What follows belongs to an exercise in optimizing a design on an open flow for small area; a production flow would make more cautious choices. Function was checked by simulation only, so behaviour that the tests miss may differ from the original. The flow treats the clock pin as an ideal source, which a real chip does not have.

[design/flow/flow/run.sh]
#!/bin/bash
# Own layout flow: the standard layout (standard.sh), with two changes.
# 1. Synthesis is synth_recipe.tcl, except that the final ABC technology
#    mapping runs flow/area.abc (area-oriented mapping followed by ABC's
#    timing-driven up/down sizing) in place of ORFS's speed script. The
#    registers, their names and cell types are the same as the standard
#    synthesis's.
# 2. Ports are buffered with sky130_fd_sc_hd__buf_1 instead of the buffer
#    ORFS picks by itself.
# 3. Clock tree synthesis gets the same arguments as ORFS would give it
#    from config.mk, plus -dont_use_dummy_load.
# 4. Timing-driven global placement does not keep the buffers and resizing
#    of its internal repair (GPL_KEEP_OVERFLOW 0); the later repair steps
#    of the standard flow still run.
# Each tool writes its full log under orfs/logs/ (ORFS's own logs); the
# output of make itself goes to run_*.log in this folder.
set -euo pipefail
W=$(pwd)
F=$W/flow
{
  head -n 1 synth_recipe.tcl
  cat <<EOT
proc abc {args} {
  set i [lsearch -exact \$args -script]
  if { \$i >= 0 } { lset args [expr {\$i + 1}] $F/area.abc }
  yosys abc {*}\$args
}
EOT
  tail -n +2 synth_recipe.tcl
} > "$W/own_synth.tcl"
sed "s#SYNTH_SCRIPT=[^ ]*synth_recipe.tcl#SYNTH_SCRIPT=$W/own_synth.tcl#" standard.sh > "$W/own_standard.sh"
grep -q "SYNTH_SCRIPT=$W/own_synth.tcl" "$W/own_standard.sh"
export BUFFER_PORTS_ARGS="-buffer_cell sky130_fd_sc_hd__buf_1"
export CTS_ARGS="-sink_clustering_enable -repair_clock_nets -sink_clustering_size 33 -sink_clustering_max_diameter 90 -buf_list sky130_fd_sc_hd__clkbuf_16 -dont_use_dummy_load"
export GPL_KEEP_OVERFLOW=0
bash "$W/own_standard.sh" finish > "$W/run_finish.log" 2>&1
test -s "$W/out/final.def"
[design/flow/constraint.sdc]
create_clock -name core_clock -period 5.0 [get_ports {clock}]
set_input_delay 1.0000 -clock core_clock [delete_from_list [all_inputs] [get_ports {clock}]]
set_output_delay 1.0000 -clock core_clock [all_outputs]
set_load 0.01 [all_outputs]
[design/flow/standard.sh]
#!/bin/bash
# synth_recipe.tcl (not shown) runs the flow's synth.tcl, then flattens the netlist and writes it again
# the make line also repeats each setting of config.mk as NAME=value (left out here)
make -C /OpenROAD-flow-scripts/flow DESIGN_CONFIG=/design/flow/config.mk WORK_HOME=/design/flow/orfs CLKGATE_MAP_FILE= SYNTH_SCRIPT=/design/flow/synth_recipe.tcl "${@:-finish}"
[design/flow/design.v]
`timescale 1ns / 1ps
`timescale 1ns / 1ps
module PE_16 #(parameter DIN_INV = 0, parameter SH_INV = 0) (
  input         clock,
  input  [7:0]  an,
  input  [7:0]  bn,
  input  [15:0] d,
  input         flip,
  output [15:0] c_out
);
  reg [15:0] acc, sh;
  wire [63:0] pp;
  genvar gx, gy;
  generate
    for (gx = 0; gx < 8; gx = gx + 1) begin : ppx
      for (gy = 0; gy < 8; gy = gy + 1) begin : ppy
        assign pp[gx*8+gy] = ~(an[gx] | bn[gy]);
      end
    end
  endgenerate
  wire s1, c2;
  HA u_s1 (.x(acc[0]), .y(pp[0]), .s(s1), .c(c2));
  wire s3, c4;
  FA u_s3 (.x(acc[1]), .y(pp[1]), .z(pp[8]), .s(s3), .c(c4));
  wire s5, c6;
  HA u_s5 (.x(c2), .y(s3), .s(s5), .c(c6));
  wire s7, c8;
  FA u_s7 (.x(acc[2]), .y(pp[16]), .z(pp[2]), .s(s7), .c(c8));
  wire s9, c10;
  FA u_s9 (.x(pp[9]), .y(c4), .z(s7), .s(s9), .c(c10));
  wire s11, c12;
  HA u_s11 (.x(c6), .y(s9), .s(s11), .c(c12));
  wire s13, c14;
  FA u_s13 (.x(acc[3]), .y(pp[10]), .z(pp[17]), .s(s13), .c(c14));
  wire s15, c16;
  FA u_s15 (.x(pp[24]), .y(pp[3]), .z(c8), .s(s15), .c(c16));
  wire s17, c18;
  FA u_s17 (.x(s13), .y(c10), .z(s15), .s(s17), .c(c18));
  wire s19, c20;
  HA u_s19 (.x(c12), .y(s17), .s(s19), .c(c20));
  wire s21, c22;
  FA u_s21 (.x(acc[4]), .y(pp[11]), .z(pp[18]), .s(s21), .c(c22));
  wire s23, c24;
  FA u_s23 (.x(pp[25]), .y(pp[32]), .z(pp[4]), .s(s23), .c(c24));
  wire s25, c26;
  FA u_s25 (.x(c14), .y(s21), .z(s23), .s(s25), .c(c26));
  wire s27, c28;
  FA u_s27 (.x(c16), .y(s25), .z(c18), .s(s27), .c(c28));
  wire s29, c30;
  HA u_s29 (.x(c20), .y(s27), .s(s29), .c(c30));
  wire s31, c32;
  FA u_s31 (.x(acc[5]), .y(pp[12]), .z(pp[19]), .s(s31), .c(c32));
  wire s33, c34;
  FA u_s33 (.x(pp[26]), .y(pp[33]), .z(pp[40]), .s(s33), .c(c34));
  wire s35, c36;
  FA u_s35 (.x(acc[6]), .y(pp[13]), .z(pp[20]), .s(s35), .c(c36));
  wire s37, c38;
  FA u_s37 (.x(acc[7]), .y(pp[14]), .z(pp[21]), .s(s37), .c(c38));
  wire s39, c40;
  FA u_s39 (.x(pp[5]), .y(c22), .z(c24), .s(s39), .c(c40));
  wire s41, c42;
  FA u_s41 (.x(pp[27]), .y(pp[34]), .z(pp[41]), .s(s41), .c(c42));
  wire s43, c44;
  FA u_s43 (.x(pp[48]), .y(pp[6]), .z(c32), .s(s43), .c(c44));
  wire s45, c46;
  FA u_s45 (.x(pp[28]), .y(pp[35]), .z(pp[42]), .s(s45), .c(c46));
  wire s47, c48;
  FA u_s47 (.x(pp[49]), .y(pp[56]), .z(pp[7]), .s(s47), .c(c48));
  wire s49, c50;
  FA u_s49 (.x(acc[8]), .y(pp[15]), .z(pp[22]), .s(s49), .c(c50));
  wire s51, c52;
  FA u_s51 (.x(pp[29]), .y(pp[36]), .z(pp[43]), .s(s51), .c(c52));
  wire s53, c54;
  FA u_s53 (.x(pp[50]), .y(pp[57]), .z(c38), .s(s53), .c(c54));
  wire s55, c56;
  FA u_s55 (.x(acc[9]), .y(pp[23]), .z(pp[30]), .s(s55), .c(c56));
  wire s57, c58;
  FA u_s57 (.x(pp[37]), .y(pp[44]), .z(pp[51]), .s(s57), .c(c58));
  wire s59, c60;
  FA u_s59 (.x(acc[10]), .y(pp[31]), .z(pp[38]), .s(s59), .c(c60));
  wire s61, c62;
  FA u_s61 (.x(s31), .y(s33), .z(c26), .s(s61), .c(c62));
  wire s63, c64;
  FA u_s63 (.x(c34), .y(s35), .z(s41), .s(s63), .c(c64));
  wire s65, c66;
  FA u_s65 (.x(c36), .y(c42), .z(s37), .s(s65), .c(c66));
  wire s67, c68;
  FA u_s67 (.x(s45), .y(s47), .z(c44), .s(s67), .c(c68));
  wire s69, c70;
  FA u_s69 (.x(c46), .y(c48), .z(s49), .s(s69), .c(c70));
  wire s71, c72;
  HA u_s71 (.x(s51), .y(s53), .s(s71), .c(c72));
  wire s73, c74;
  FA u_s73 (.x(pp[58]), .y(c50), .z(c52), .s(s73), .c(c74));
  wire s75, c76;
  FA u_s75 (.x(s55), .y(s57), .z(c54), .s(s75), .c(c76));
  wire s77, c78;
  FA u_s77 (.x(pp[45]), .y(pp[52]), .z(pp[59]), .s(s77), .c(c78));
  wire s79, c80;
  FA u_s79 (.x(c56), .y(c58), .z(s59), .s(s79), .c(c80));
  wire s81, c82;
  FA u_s81 (.x(acc[11]), .y(pp[39]), .z(pp[46]), .s(s81), .c(c82));
  wire s83, c84;
  FA u_s83 (.x(pp[53]), .y(pp[60]), .z(c60), .s(s83), .c(c84));
  wire s85, c86;
  FA u_s85 (.x(acc[12]), .y(pp[47]), .z(pp[54]), .s(s85), .c(c86));
  wire s87, c88;
  FA u_s87 (.x(s39), .y(s61), .z(c28), .s(s87), .c(c88));
  wire s89, c90;
  FA u_s89 (.x(c40), .y(s43), .z(s63), .s(s89), .c(c90));
  wire s91, c92;
  FA u_s91 (.x(c64), .y(s65), .z(s67), .s(s91), .c(c92));
  wire s93, c94;
  FA u_s93 (.x(c66), .y(s69), .z(s71), .s(s93), .c(c94));
  wire s95, c96;
  FA u_s95 (.x(c70), .y(s73), .z(c72), .s(s95), .c(c96));
  wire s97, c98;
  FA u_s97 (.x(s77), .y(c74), .z(s79), .s(s97), .c(c98));
  wire s99, c100;
  FA u_s99 (.x(c78), .y(s81), .z(c80), .s(s99), .c(c100));
  wire s101, c102;
  FA u_s101 (.x(pp[61]), .y(c82), .z(s85), .s(s101), .c(c102));
  wire s103, c104;
  FA u_s103 (.x(acc[13]), .y(pp[55]), .z(pp[62]), .s(s103), .c(c104));
  wire s105, c106;
  FA u_s105 (.x(c62), .y(s89), .z(c88), .s(s105), .c(c106));
  wire s107, c108;
  HA u_s107 (.x(c90), .y(s91), .s(s107), .c(c108));
  wire s109, c110;
  FA u_s109 (.x(c68), .y(s93), .z(c92), .s(s109), .c(c110));
  wire s111, c112;
  FA u_s111 (.x(s75), .y(s95), .z(c94), .s(s111), .c(c112));
  wire s113, c114;
  FA u_s113 (.x(c76), .y(s97), .z(c96), .s(s113), .c(c114));
  wire s115, c116;
  FA u_s115 (.x(s83), .y(c98), .z(s99), .s(s115), .c(c116));
  wire s117, c118;
  FA u_s117 (.x(c84), .y(s101), .z(c100), .s(s117), .c(c118));
  wire s119, c120;
  FA u_s119 (.x(c86), .y(s103), .z(c102), .s(s119), .c(c120));
  wire s121, c122;
  FA u_s121 (.x(acc[14]), .y(pp[63]), .z(c104), .s(s121), .c(c122));
  wire s123, c124;
  HA u_s123 (.x(c30), .y(s87), .s(s123), .c(c124));
  wire s125, c126;
  HA u_s125 (.x(c106), .y(s107), .s(s125), .c(c126));
  wire s127, c128;
  HA u_s127 (.x(c108), .y(s109), .s(s127), .c(c128));
  wire s129, c130;
  HA u_s129 (.x(c110), .y(s111), .s(s129), .c(c130));
  wire s131, c132;
  HA u_s131 (.x(c112), .y(s113), .s(s131), .c(c132));
  wire s133, c134;
  HA u_s133 (.x(c114), .y(s115), .s(s133), .c(c134));
  wire s135, c136;
  HA u_s135 (.x(c116), .y(s117), .s(s135), .c(c136));
  wire s137, c138;
  HA u_s137 (.x(c118), .y(s119), .s(s137), .c(c138));
  wire s139, c140;
  HA u_s139 (.x(c120), .y(s121), .s(s139), .c(c140));
  wire s141, c142;
  HA u_s141 (.x(acc[15]), .y(c122), .s(s141), .c(c142));
  wire k143 = s105 & c124;
  wire k144 = s105 & s123;
  wire k145 = c128 | (s127 & c126);
  wire k146 = s127 & s125;
  wire k147 = c132 | (s131 & c130);
  wire k148 = s131 & s129;
  wire k149 = c136 | (s135 & c134);
  wire k150 = s135 & s133;
  wire k151 = c140 | (s139 & c138);
  wire k152 = s139 & s137;
  wire k153 = c126 | (s125 & k143);
  wire k154 = s125 & k144;
  wire k155 = k145 | (k146 & k143);
  wire k156 = k146 & k144;
  wire k157 = c134 | (s133 & k147);
  wire k158 = s133 & k148;
  wire k159 = k149 | (k150 & k147);
  wire k160 = k150 & k148;
  wire k161 = c130 | (s129 & k155);
  wire k162 = s129 & k156;
  wire k163 = k147 | (k148 & k155);
  wire k164 = k148 & k156;
  wire k165 = k157 | (k158 & k155);
  wire k166 = k158 & k156;
  wire k167 = k159 | (k160 & k155);
  wire k168 = k160 & k156;
  wire k169 = c138 | (s137 & k167);
  wire k170 = s137 & k168;
  wire k171 = k151 | (k152 & k167);
  wire k172 = k152 & k168;
  wire k173 = s105 ^ c124;
  wire k174 = s125 ^ k143;
  wire k175 = s127 ^ k153;
  wire k176 = s129 ^ k155;
  wire k177 = s131 ^ k161;
  wire k178 = s133 ^ k163;
  wire k179 = s135 ^ k165;
  wire k180 = s137 ^ k167;
  wire k181 = s139 ^ k169;
  wire k182 = s141 ^ k171;
  wire [15:0] sum = {k182, k181, k180, k179, k178, k177, k176, k175, k174, k173, s123, s29, s19, s11, s5, s1};
  wire [15:0] dv = DIN_INV ? ~d : d;
  wire [15:0] sh_next = flip ? sum : dv;
  always @(posedge clock) begin
    acc <= flip ? dv : sum;
    sh  <= SH_INV ? ~sh_next : sh_next;
  end
  assign c_out = sh;
endmodule
module FA (input x, input y, input z, output s, output c);
  assign s = x ^ y ^ z;
  assign c = (x & y) | (x & z) | (y & z);
endmodule
module HA (input x, input y, output s, output c);
  assign s = x ^ y;
  assign c = x & y;
endmodule
`timescale 1ns / 1ps
`timescale 1ns / 1ps
`timescale 1ns / 1ps
`timescale 1ns / 1ps
module Mesh(
    input clock,
    input [7:0] io_in_a_0_0,
    input [7:0] io_in_a_1_0,
    input [7:0] io_in_a_2_0,
    input [7:0] io_in_a_3_0,
    input [7:0] io_in_b_0_0,
    input [7:0] io_in_b_1_0,
    input [7:0] io_in_b_2_0,
    input [7:0] io_in_b_3_0,
    input [15:0] io_in_d_0_0,
    input [15:0] io_in_d_1_0,
    input [15:0] io_in_d_2_0,
    input [15:0] io_in_d_3_0,
    input io_in_control_0_0_propagate,
    input io_in_control_1_0_propagate,
    input io_in_control_2_0_propagate,
    input io_in_control_3_0_propagate,
    output [15:0] io_out_c_0_0,
    output [15:0] io_out_c_1_0,
    output [15:0] io_out_c_2_0,
    output [15:0] io_out_c_3_0
);
  wire [7:0]  a_in [0:3];
  wire [7:0]  b_in [0:3];
  wire [15:0] d_in [0:3];
  wire        p_in [0:3];
  assign a_in[0] = io_in_a_0_0; assign a_in[1] = io_in_a_1_0;
  assign a_in[2] = io_in_a_2_0; assign a_in[3] = io_in_a_3_0;
  assign b_in[0] = io_in_b_0_0; assign b_in[1] = io_in_b_1_0;
  assign b_in[2] = io_in_b_2_0; assign b_in[3] = io_in_b_3_0;
  assign d_in[0] = io_in_d_0_0; assign d_in[1] = io_in_d_1_0;
  assign d_in[2] = io_in_d_2_0; assign d_in[3] = io_in_d_3_0;
  assign p_in[0] = io_in_control_0_0_propagate; assign p_in[1] = io_in_control_1_0_propagate;
  assign p_in[2] = io_in_control_2_0_propagate; assign p_in[3] = io_in_control_3_0_propagate;
  reg  [7:0]  a_r [0:3][0:3];
  reg  [7:0]  b_r [0:3][0:3];
  reg         p_r [0:3];
  reg         f_r [0:3][1:3];
  wire        flip [0:3][0:3];
  reg  [15:0] d_r [0:3][0:4];
  wire [15:0] c_out [0:3][0:3];
  genvar i, k;
  generate
    for (i = 0; i < 4; i = i + 1) begin : chain
      for (k = 0; k < 4; k = k + 1) begin : pos
        always @(posedge clock) begin
          a_r[i][k] <= (k == 0) ? ~a_in[i] : a_r[i][k-1];
          b_r[k][i] <= (i == 0) ? ~b_in[k] : b_r[k][i-1];
          d_r[i][k+1] <= c_out[i][k];
        end
        if (k == 0) begin : f0
          assign flip[i][k] = p_r[i] ^ p_in[i];
        end else begin : fk
          always @(posedge clock) f_r[i][k] <= flip[i][k-1];
          assign flip[i][k] = f_r[i][k];
        end
        PE_16 #(.DIN_INV(k != 0), .SH_INV(k != 3)) pe (
          .clock(clock),
          .an(a_r[i][k]),
          .bn(b_r[k][i]),
          .d(d_r[i][k]),
          .flip(flip[i][k]),
          .c_out(c_out[i][k])
        );
      end
      always @(posedge clock) begin
        d_r[i][0] <= d_in[i];
        p_r[i] <= p_in[i];
      end
    end
  endgenerate
  assign io_out_c_0_0 = d_r[0][4];
  assign io_out_c_1_0 = d_r[1][4];
  assign io_out_c_2_0 = d_r[2][4];
  assign io_out_c_3_0 = d_r[3][4];
endmodule
[design/flow/config.mk]
export PLATFORM = sky130hd
export DESIGN_NAME = Mesh
export DESIGN_NICKNAME = Mesh
export VERILOG_FILES = /design/flow/design.v
export SDC_FILE = /design/flow/constraint.sdc
export NUM_CORES = 4
export LEC_CHECK = 0
export CAP_MARGIN = 0
export CORE_MARGIN = 2
export CORE_UTILIZATION = 80
export CTS_BUF_LIST = sky130_fd_sc_hd__clkbuf_16
export CTS_CLUSTER_DIAMETER = 90
export CTS_CLUSTER_SIZE = 33
export PLACE_DENSITY = 0.84
export SLEW_MARGIN = 0
export SYNTH_HIERARCHICAL = 1
[design/flow/flow/area.abc]
strash
dch
map -a
topo
stime -c
upsize -c
dnsize -c
==> metrics.csv <==
stage,metric,value,unit
critical_path,Crit Path Category,reg -> reg,
layout,post-route insts no fill,6061,
timing,setup violation total in the final timing report,0,
critical_path,Critical Path Source,a_r[14][0],
logic_synthesis,Cells after Synth,4932,
logic_synthesis,post-synthesis mux area share,0,%
global_route,Congestion Overflow GR,0,
logic_synthesis,Netlist cell types,19,
cts,cts hold-fix bufs,0,
cts,CTS Buf Count,41,
place,port buffer count,196,
logic_synthesis,Yosys top cell by area,dfxtp_1,
logic_synthesis,Synth area leaders,"dfxtp_1 40%, fa_1 31%, nor2_1 9.0%, ha_1 7.6%, nand2_1 2.3%",
floorplanning,core area,0.0683,mm^2
logic_synthesis,share of the synthesized area in the top cell type,40.2,%
critical_path,"setup slack, reg-to-reg",0.19,ns
layout,n_diodes,0,
layout,layout cell share with drive strength beyond 1,3.51,%
critical_path,worst r2r dst,chain[3].pos[2].pe.sh[14],
place,dpl hpwl,87200,um
critical_path,Worst Path Arrival,5.31,ns
place,routability cong.,0.901,
logic_synthesis,Syn Std Cell Area,0.0550,mm^2
place,"Cell Area, Placed",0.0570,mm^2
cts,clock-pin transition on the worst setup and hold timing paths,0.11,ns
floorplanning,Ports,197,
timing,skew final,0.0400,ns
global_route,first-pass GRT wire length,188000,um
layout,"commonest cells after routing, fill and taps aside","1307 x nor2_1, 995 x dfxtp_1, 863 x fa_1",
logic_synthesis,Synth Area in Adders,39.1,%
route,Iteration-0 DRC Markers,2954,
logic_synthesis,register area share after synthesis,40.2,%
floorplanning,die height,266,um
worst_hold_path,Min-Delay Path Depth,0,
route,post-route ant nets,0,
layout,total of fill cells in the finished design,3643,
floorplanning,Initial Util,80.4,%
timing,Fin Hold WS,0.291,ns
global_route,number of antenna violations at the first check in global routing,1,
floorplanning,die width,266,um
worst_hold_path,launch point of the worst hold path,chain[3].pos[2].pe.sh[9],
global_route,number of global-route vias before repair,37200,
logic_synthesis,Synth Warn #,20,
timing,min Tclk post-route,4.81,ns
layout,fin area,0.0583,mm^2
route,DRC,0,
route,Post-Route WL,114000,um
cts,CTS Sinks,1104,
logic_synthesis,Synth Register Bits,1104,
critical_path,R2R cell count,17,
route,Vias,35500,
critical_path,r2r startpoint,a_r[14][0],
layout,area growth from synthesis to layout,6.04,%
critical_path,CP Data Required Time,5.50,ns
route,vias per std cell,5.86,
timing,final hold vios,0,
run_status,status,timing/DRC/antenna clean,
timing,Fmax,208,MHz
worst_hold_path,Worst Hold Class,reg -> reg,
layout,fin util,85.3,%
cts,Clock H-tree levels,2,
place,placed cells,6014,
floorplanning,die area,0.0708,mm^2
layout,number of nets in the layout,6514,
timing,worst-margin pin slew,0.939,ns
logic_synthesis,complex-gate fraction of the synthesized area,5.73,%
layout,"commonest non-fill, non-tap cell in the layout",nor2_1,
logic_synthesis,syn nets,6265,
critical_path,peak fanout along the critical path,9,
logic_synthesis,main combinational cell family by area after synthesis,adder cells,
timing,Final Slew Violations,0,
cts,CTS tree,done,
cts,CTS Buffer Depth,3,
cts,clk root buf,clkbuf_16,
logic_synthesis,XOR/XNOR Fraction of Synth Area,1.59,%
logic_synthesis,syn avg cell area,11.1,um^2
route,DR WL/cell,18.8,um
critical_path,crit end category,flop,
logic_synthesis,fraction of the mapped netlist area in simple logic gates,11.8,%
critical_path,element type at the critical path start,flop,
worst_hold_path,Worst Hold Path EP,d_r[18][9],
timing,fin crit share,96.3,%
run,Max Cap Violations,0,
floorplanning,row cnt,96,
timing,Worst slew margin,37.4,%
global_route,GRT Total Usage,33.5,%
global_route,largest net degree at the start of global routing,54,
route,1st-pass router iterations,6,
cts,"Clk Latency, worst-skew pair",0.63,ns
[flip-flops by register name, indices dropped and copies added (netlist names)]
name,count
d_r,320
chain.pos.pe.acc,256
chain.pos.pe.sh,256
a_r,128
b_r,128
f_r,12
p_r,4
[what timing repair did]
item,in CTS,in global routing
setup buffers,0,6
pin swaps,0,2
resized for setup,1,134
setup endpoints to repair,1,107
endpoints found under the hold margin,0,0
[layout make-up]
class                   count  area [um^2]  share of cell area, %
clock buffers              41         1030                   1.76
inverters                 208          841                   1.44
multi-input cells        3620        32100                   55.1
flip-flops and latches   1104        22300                   38.3
well taps                 882         1100                   1.89
repair buffers            206          883                   1.52
[modules after synthesis, one instance, submodules excluded, a selection]
| module | cell area (um^2) | flops+latches |
|---|---|---|
| HA | 12.5 | 0 |
| FA | 20.0 | 0 |
| Mesh | 12100 | 592 |
[routing by layer]
metal | GRT usage, % | wire (um) | vias up
met5 | 0 | 9 | -
met4 | 10.7 | 3510 | 2
met3 | 5.01 | 8270 | 271
met2 | 54.1 | 55100 | 1521
met1 | 47.8 | 47200 | 17500
li1 | - | - | 16200
[critical path, stage by stage, from the launching register on]
cell and delay [ns]:
dfxtp_2 0.46, nor2_1 0.10, fa_1 0.50, fa_1 0.43, fa_1 0.46, fa_1 0.44, fa_1 0.43, fa_1 0.47
ha_1 0.23, nand3_1 0.08, nand2_1 0.10, nand4_1 0.09, nand3_1 0.13, ha_1 0.22, nor2_1 0.12, xor2_1 0.23
nand2_1 0.08, o21ai_0 0.12
[worst max-delay path by stage]
stage,end,cells after the start,slack (ns)
floorplan,chain[0].pos[0].pe.acc[14],16,0.53
global placement,chain[1].pos[3].pe.acc[14],16,0.12
detailed placement,chain[2].pos[0].pe.acc[14],16,0.05
CTS,chain[1].pos[3].pe.acc[14],16,0.003
global route,chain[0].pos[2].pe.sh[14],16,-0.007
finish,chain[3].pos[2].pe.sh[14],17,0.19
[cell usage after synthesis (all sizes together)]
library cell,count
a21oi,252
inv,12
xor2,64
nand3,32
o211ai,4
a31oi,24
clkinv,196
and2,8
fa,864
nand4,16
o21ai,312
ha,336
a21boi,4
dfxtp,1104
nor2,1312
nand2,340
a21o,16
xnor2,36
[cell families (layout without fill, tap and decap cells)]
kind of cell | count (synthesis) | after routing
AND/OR/NAND/NOR | 1708 | 1708
flip-flops | 1104 | 1104
XOR/XNOR | 100 | 100
adder cells (fa/ha/maj) | 1200 | 1200
buffers and inverters | 208 | 455
AO/OA/AOI/OAI | 612 | 612
[per-stage QoR]
stage	worst slack, ns	setup TNS (ns)
6_report	0.187	0
5_1_grt	-0.00673	-0.0117
4_1_cts	0.00272	0
3_5_place_dp	0.0484	0
3_3_place_gp	0.120	0
2_1_floorplan	0.529	0

-- what the ideal ports hide --
In the flow no input, the clock included, has a driving cell. The finished layout below was timed again as built, in two steps.
Step 1 sets driving cells, clkbuf_16 on the clock port and buf_2 on the other inputs (assumed; they add their load-dependent delay and slew).
Step 2 times the ports against the registers' clock, not the clock port: input delays grow and output delays shrink by t, the midpoint of the rising clock arrivals with the driver on.
a / b / c = no drivers / after step 1 / after step 2; a / b = the first two.
t (ns): 0.676
setup WS [ns]: 0.187 / 0.187 / 0.187
worst slew at a driven data input, ns: 0.06
After both steps this run still meets setup and hold. For this run, drivers alone change the setup slack by 0.000 ns; drivers and shift together by 0.000 ns.
